This is an optimization exercise on Yosys and OpenROAD, whose aim is small area, a short achievable clock period and few clock cycles per item, not a production implementation. Function not checked in this run: the RTL went through the layout flow alone.

==> flow/design.v <==
module ysyx_22040228multiplier (
    input  wire        clk,
    input  wire        rst,
    input  wire        mult_ready,
    input  wire [7:0]  inst_opcode,
    input  wire [63:0] mult_op1,
    input  wire [63:0] mult_op2,
    output wire [63:0] product_val,
    output wire        mult_finish
);
    localparam K  = 8;               
    localparam ND = K / 2;           
    localparam G  = 64 / K + 1;      
    localparam GW = 4;               
    localparam W  = 65 + K;          
    wire op_mul    = (inst_opcode == 8'b00001110);
    wire op_mulh   = (inst_opcode == 8'b00011100);
    wire op_mulhsu = (inst_opcode == 8'b00111000);
    wire op_mulhu  = (inst_opcode == 8'b01110000);
    wire op_mulw   = (inst_opcode == 8'b11100000);
    wire pw        = inst_opcode[7];                       
    wire lowmode   = inst_opcode[7] | ~inst_opcode[4];     
    wire sa        = ~inst_opcode[6] | inst_opcode[7];     
    wire sb        = ~inst_opcode[5] | inst_opcode[7];     
    wire [64:0] a65 = pw ? {{33{mult_op1[31]}}, mult_op1[31:0]} : {sa & mult_op1[63], mult_op1};
    wire [64:0] b65 = pw ? {{33{mult_op2[31]}}, mult_op2[31:0]} : {sb & mult_op2[63], mult_op2};
    wire [G-1:0] fits_a, fits_b;
    genvar gi;
    generate
        for (gi = 1; gi <= G; gi = gi + 1) begin : g_fit
            if (gi * K >= 65) begin : g_all
                assign fits_a[gi-1] = 1'b1;
                assign fits_b[gi-1] = 1'b1;
            end else begin : g_chk
                assign fits_a[gi-1] = (&a65[64:gi*K-1]) | ~(|a65[64:gi*K-1]);
                assign fits_b[gi-1] = (&b65[64:gi*K-1]) | ~(|b65[64:gi*K-1]);
            end
        end
    endgenerate
    wire [G-1:0] top_a = fits_a & ~{fits_a[G-2:0], 1'b0};
    wire [G-1:0] top_b = fits_b & ~{fits_b[G-2:0], 1'b0};
    wire swap = |(fits_a & ~fits_b);
    wire [64:0] mc = swap ? b65 : a65;
    wire [G*K+1:0] ax = {{(G*K+1-65){a65[64]}}, a65, 1'b0};
    wire [G*K+1:0] bx = {{(G*K+1-65){b65[64]}}, b65, 1'b0};
    reg  [K:0]    ga_top, gb_top;
    reg  [GW-1:0] na_m1, nb_m1;
    integer i;
    always @(*) begin
        ga_top = {(K+1){1'b0}};
        gb_top = {(K+1){1'b0}};
        na_m1  = {GW{1'b0}};
        nb_m1  = {GW{1'b0}};
        for (i = 0; i < G; i = i + 1) begin
            ga_top = ga_top | ({(K+1){top_a[i]}} & ax[i*K +: K+1]);
            gb_top = gb_top | ({(K+1){top_b[i]}} & bx[i*K +: K+1]);
            na_m1  = na_m1 | ({GW{top_a[i]}} & i[GW-1:0]);
            nb_m1  = nb_m1 | ({GW{top_b[i]}} & i[GW-1:0]);
        end
    end
    wire [GW-1:0] nm1 = swap ? na_m1 : nb_m1;
    wire [K:0] g_first = lowmode ? (swap ? ga_top : gb_top)
                                 : (swap ? ax[K:0] : bx[K:0]);
    reg swap_r;
    wire [G*K+1:0] mpx = swap_r ? ax : bx;
    function [K:0] grp;
        input [GW-1:0] g;
        integer j;
        begin
            grp = {(K+1){1'b0}};
            for (j = 0; j < G; j = j + 1)
                if (g == j) grp = mpx[j*K +: K+1];
        end
    endfunction
    function [3*ND-1:0] benc;
        input [K:0] b;
        integer j;
        reg [2:0] t;
        begin
            for (j = 0; j < ND; j = j + 1) begin
                t = b[2*j +: 3];
                benc[3*j+2] = t[2];
                benc[3*j+1] = (t == 3'b011) | (t == 3'b100);
                benc[3*j]   = t[1] ^ t[0];
            end
        end
    endfunction
    reg          busy;      
    reg          stepping;  
    reg          fin;
    reg          xl, xm;    
    reg          lsb;       
    reg [GW-1:0] cur;       
    reg [GW-1:0] last_r;    
    reg [3*ND-1:0] enc_r;
    reg [64:0]   mc_r;
    reg [W-1:0]  acc;
    wire start = mult_ready & ~busy;
    wire is_last = lsb ? (cur == last_r) : (cur == {GW{1'b0}});
    wire [GW-1:0] nxt = lsb ? cur + 1'b1 : cur - 1'b1;
    wire [GW-1:0] first_idx = lowmode ? nm1 : {GW{1'b0}};
    always @(posedge clk) begin
        if (rst) begin
            busy     <= 1'b0;
            stepping <= 1'b0;
            fin      <= 1'b0;
        end else if (start) begin
            busy     <= 1'b1;
            stepping <= 1'b1;
            fin      <= 1'b0;
        end else if (busy) begin
            if (fin | ~mult_ready) begin
                busy     <= 1'b0;
                stepping <= 1'b0;
                fin      <= 1'b0;
            end else if (stepping & is_last) begin
                stepping <= 1'b0;
                fin      <= 1'b1;
            end
        end
    end
    always @(posedge clk) begin
        mc_r   <= mc;
        swap_r <= swap;
        xl   <= ~start & lsb;
        xm   <= ~start & ~lsb;
        if (start) begin
            lsb    <= ~lowmode;
            cur    <= first_idx;
            last_r <= nm1;
            enc_r  <= benc(g_first);
        end else begin
            cur    <= nxt;
            enc_r  <= benc(grp(nxt));
        end
    end
    reg  [W-1:0] rows [0:ND-1];
    reg  [W-1:0] negv;
    reg  [65:0]  sel;
    reg  [W-1:0] cst;
    integer d;
    always @(*) begin
        negv = {W{1'b0}};
        cst  = {W{1'b0}};
        for (d = 0; d < ND; d = d + 1) begin
            sel = ({66{enc_r[3*d]}} & {mc_r[64], mc_r}) | ({66{enc_r[3*d+1]}} & {mc_r, 1'b0});
            sel = sel ^ {66{enc_r[3*d+2]}};
            rows[d] = {{(W-66){1'b0}}, ~sel[65], sel[64:0]} << (2 * d);
            negv[2*d] = enc_r[3*d+2];
            cst = cst - ({{(W-1){1'b0}}, 1'b1} << (65 + 2 * d));
        end
    end
    wire [W-1:0] x = ({W{xl}} & {{K{acc[W-1]}}, acc[W-1:K]}) |
                     ({W{xm}} & {acc[W-1-K:0], {K{1'b0}}});
    reg [W-1:0] s;
    always @(*) begin
        s = x + negv + cst;
        for (d = 0; d < ND; d = d + 1) s = s + rows[d];
    end
    always @(posedge clk) acc <= s;
    wire [GW-1:0] u = (64 / K) - last_r;               
    wire signed [W-1:0] accs = acc;
    wire signed [W-1:0] hi = accs >>> (u * K);
    assign product_val = op_mul  ? acc[63:0] :
                         op_mulw ? {{32{acc[31]}}, acc[31:0]} :
                         (op_mulh | op_mulhsu | op_mulhu) ? hi[63:0] : 64'd0;
    assign mult_finish = fin;
endmodule
==> flow/run.sh <==
#!/bin/bash
# synth_recipe.tcl (not shown) runs the flow's synth.tcl, then flattens the netlist and writes it again
# the make line also repeats each setting of config.mk as NAME=value (left out here)
make -C /OpenROAD-flow-scripts/flow DESIGN_CONFIG=/design/flow/config.mk WORK_HOME=/design/flow/orfs CLKGATE_MAP_FILE= SYNTH_SCRIPT=/design/flow/synth_recipe.tcl finish
==> flow/config.mk <==
export PLATFORM = sky130hd
export DESIGN_NAME = ysyx_22040228multiplier
export DESIGN_NICKNAME = ysyx_22040228multiplier
export VERILOG_FILES = /design/flow/design.v
export SDC_FILE = /design/flow/constraint.sdc
export NUM_CORES = 4
export LEC_CHECK = 0
export CAP_MARGIN = 20
export CORE_MARGIN = 2
export CORE_UTILIZATION = 40
export PLACE_DENSITY = 0.6
export SLEW_MARGIN = 20
==> flow/constraint.sdc <==
create_clock -name core_clock -period 6.5 [get_ports {clk}]
set_input_delay 1.3000 -clock core_clock [delete_from_list [all_inputs] [get_ports {clk}]]
set_output_delay 1.3000 -clock core_clock [all_outputs]
set_load 0.01 [all_outputs]
==> out/qor.yml <==
routing:
  viasPerCell: 6.05
  first_pass_iters: 6
  drc_errors: 0
  route.vias.total: 27100
  drtIter0Drc: 3344
  routed_wl_um: 111000
  routedWlPerCell_um: 24.7
  ant_nets: 0
placed_design:
  gp_congestion: 1.02
  place_ws_ps: 510
  dp_hpwl_um: 87500
  numPortBuffers: 203
critical_path:
  worst_ep_required_time_ps: 6900
  cp_slowest_stage_delay_ps: 680
  arrival_ps: 6460
  crit_path_start_kind: "flop"
  crit_path_frequent_cell: "fa_1"
  path_class: "reg -> reg"
  path_cells: "buf_4, buf_4, a22o_1, fa_1, inv_1, fa_1, fa_1, inv_1, ha_1, and3_1, or3b_2, a311oi_1, o211ai_1, a31o_2, a21oi_1, a211oi_1, o31ai_1, xor2_1"
  end_kind: "flop"
  cp_slowest_cell: "dfxtp_2"
  critPathMaxFanout: 29
yosys:
  synth_top_area_share_pct: 14.0
  syn_area_um2: 28100
  synth_edf_count: 5
  syn_inst: 3508
  synthFlopType: "dfxtp_1"
  yosys_warnings: 2
  yosys-top-cells-count: "388 x inv_1, 339 x nand2_1, 295 x xnor2_1"
  yosysUniqueCellTypes: 95
  ys_seq_area_share_pct: 12.0
  async_flop_share_pct: 0
  avgSynthCellArea_um2: 8.00
  synth_area_leader_cell: "fa_1"
  synth_nets: 4014
  synth_area_leaders: "fa_1 14%, dfxtp_1 11%, xnor2_1 9.2%"
  yosysMostFrequentCell: "inv_1"
  ys_seq_elements: 165
grt:
  grt_max_degree: 70
  antenna_found_initial: 0
  grt_pass1_vias: 25400
  track_usage_pct: 30.1
  grt_pass1_wl_um: 164000
  grt-ovfl-total: 0
clock_network:
  root_buffer: "clkbuf_16"
  ctsHoldBuffers: 0
  htreeDepth: 4
  clock-sinks: 165
  cts_setup_buffers: 0
  clkTransAtPathRegs_ps: 70
  cts-resized-gates: 0
  clockBufferDepth: 2
  insertion_delay_ps: 470
  cts_tree: "built"
  cts_inserted_buffers: 17
sta:
  report.final.slew_viol_count: 0
  hold_viol_final: 0
  finalClockSkew_ps: 18.5
  layout_min_cycle_time_ps: 6060
  rsz0062_at_grt: "no"
  tns_ps: 0
  fmax_mhz: 165
  slew_headroom_pct: 39.6
  tightest_slew_ps: 884
  worst_slack_ps: 436
  setup_viol: 0
  fin_crit_sh_pct: 93.3
floorplanning:
  die_y_um: 269
  initial_core_util_pct: 40.2
  die-area_um2: 72300
  pin_count: 204
  core-area_um2: 69800
  die_w_um: 269
  rows: 97
status:
  status: "finished clean"
cells_and_area:
  area_growth_pct: 12.1
  final_util_pct: 45.0
  drive_above_1_share_pct: 7.83
  n_antenna_cell: 0
  layout.nets: 4030
flow_run:
  drv_cap: 0
hold_path:
  hold_path.class: "reg -> reg"
[metal layers]
layer  global-route usage, %  wire length, µm  vias up
met1                    44.1            49700    13000
met3                    3.28             9260      218
met2                    44.6            46900     1480
li1                        -                -    12400
met5                       0                0        -
met4                    12.9             4810        0
[layout by cell type, fill, tap and decap left out, types with 58 or more instances in the layout]
cell type / instances
a22oi_1: 268
nor2_1: 157
nand2_1: 339
o21ai_0: 127
inv_1: 388
buf_4: 89
fa_1: 196
ha_1: 170
a22o_1: 86
xnor2_1: 293
dfxtp_1: 145
clkdlybuf4s50_1: 203
a21oi_1: 197
a21o_1: 58
nand3_1: 59
[worst max-delay path, delay by kind of cell (launching register included)]
kind | cells | cell delay (ps)
buffers and inverters | 4 | 740
XOR/XNOR | 1 | 160
AO/OA/AOI/OAI | 7 | 1820
flip-flops | 1 | 680
adder cells (fa/ha/maj) | 4 | 1790
AND/OR/NAND/NOR | 2 | 780
[state kept, by name, summed over array words and instances (netlist names)]
signal,flops
fin,1
lsb,1
busy,1
acc,73
xm,1
cur,4
mc_r,65
enc_r,12
last_r,4
swap_r,1
xl,1
stepping,1
[logic make-up (layout without fill, tap and decap cells)]
group,Yosys count,in the layout,synth area share [%]
mux,131,131,7.30
fa+ha+maj,367,367,21.6
flops,165,165,12.0
buf+inv,692,721,9.69
simple gates,792,792,13.2
xor+xnor,341,341,10.6
compound gates,1020,1020,25.6
[cell type report]
type                       instances  area, µm²
fill                            7060      38400
multi-input combinational       2651      22000
sequential                       165       3380
timing repair buffer             296       2760
inverter                         393       1480
tap                              940       1180
clock buffer                      17        425
clock inverter                    15        178
[final timing paths]
path            start        to  slack, ps  cells after the start
max                xl   acc[70]        440                     18
min reg2reg  stepping  stepping        490                      2
min          stepping  stepping        490                      2
max reg2reg        xl   acc[70]        440                     18
[stage by stage]
stage	instance area (µm²)	hold WS, ps	std cells
3_5_place_dp	30800	481	4444
6_report	31400	494	4477
5_1_grt	31400	525	4477
4_1_cts	31400	501	4476
2_1_floorplan	28100	450	3508
3_3_place_gp	30800	479	4443

==> separate check: timing with driven ports <==
The results above use ideal ports. As a check the final layout listed here was re-extracted and re-timed, cells and wires unchanged. Step 1 sets driving cells, clkbuf_16 on the clock port and buf_2 on the other inputs (assumed; they add their load-dependent delay and slew). Step 2 moves the port delays by t, midway between the first and last clock arrival at a register: inputs arrive t later, outputs are due t later. That takes back most of the time a late clock gives input paths. a / b / c = ideal / step 1 / step 2; a / b = the first two.
shift t [ns]: 0.514
slack for setup (ns): 0.436 / 0.436 / 0.436
cell pins on the clock port's net: 1
After both steps this run still meets setup and hold. For this run, drivers alone change the setup slack by 0.000 ns; drivers and shift together by 0.000 ns.
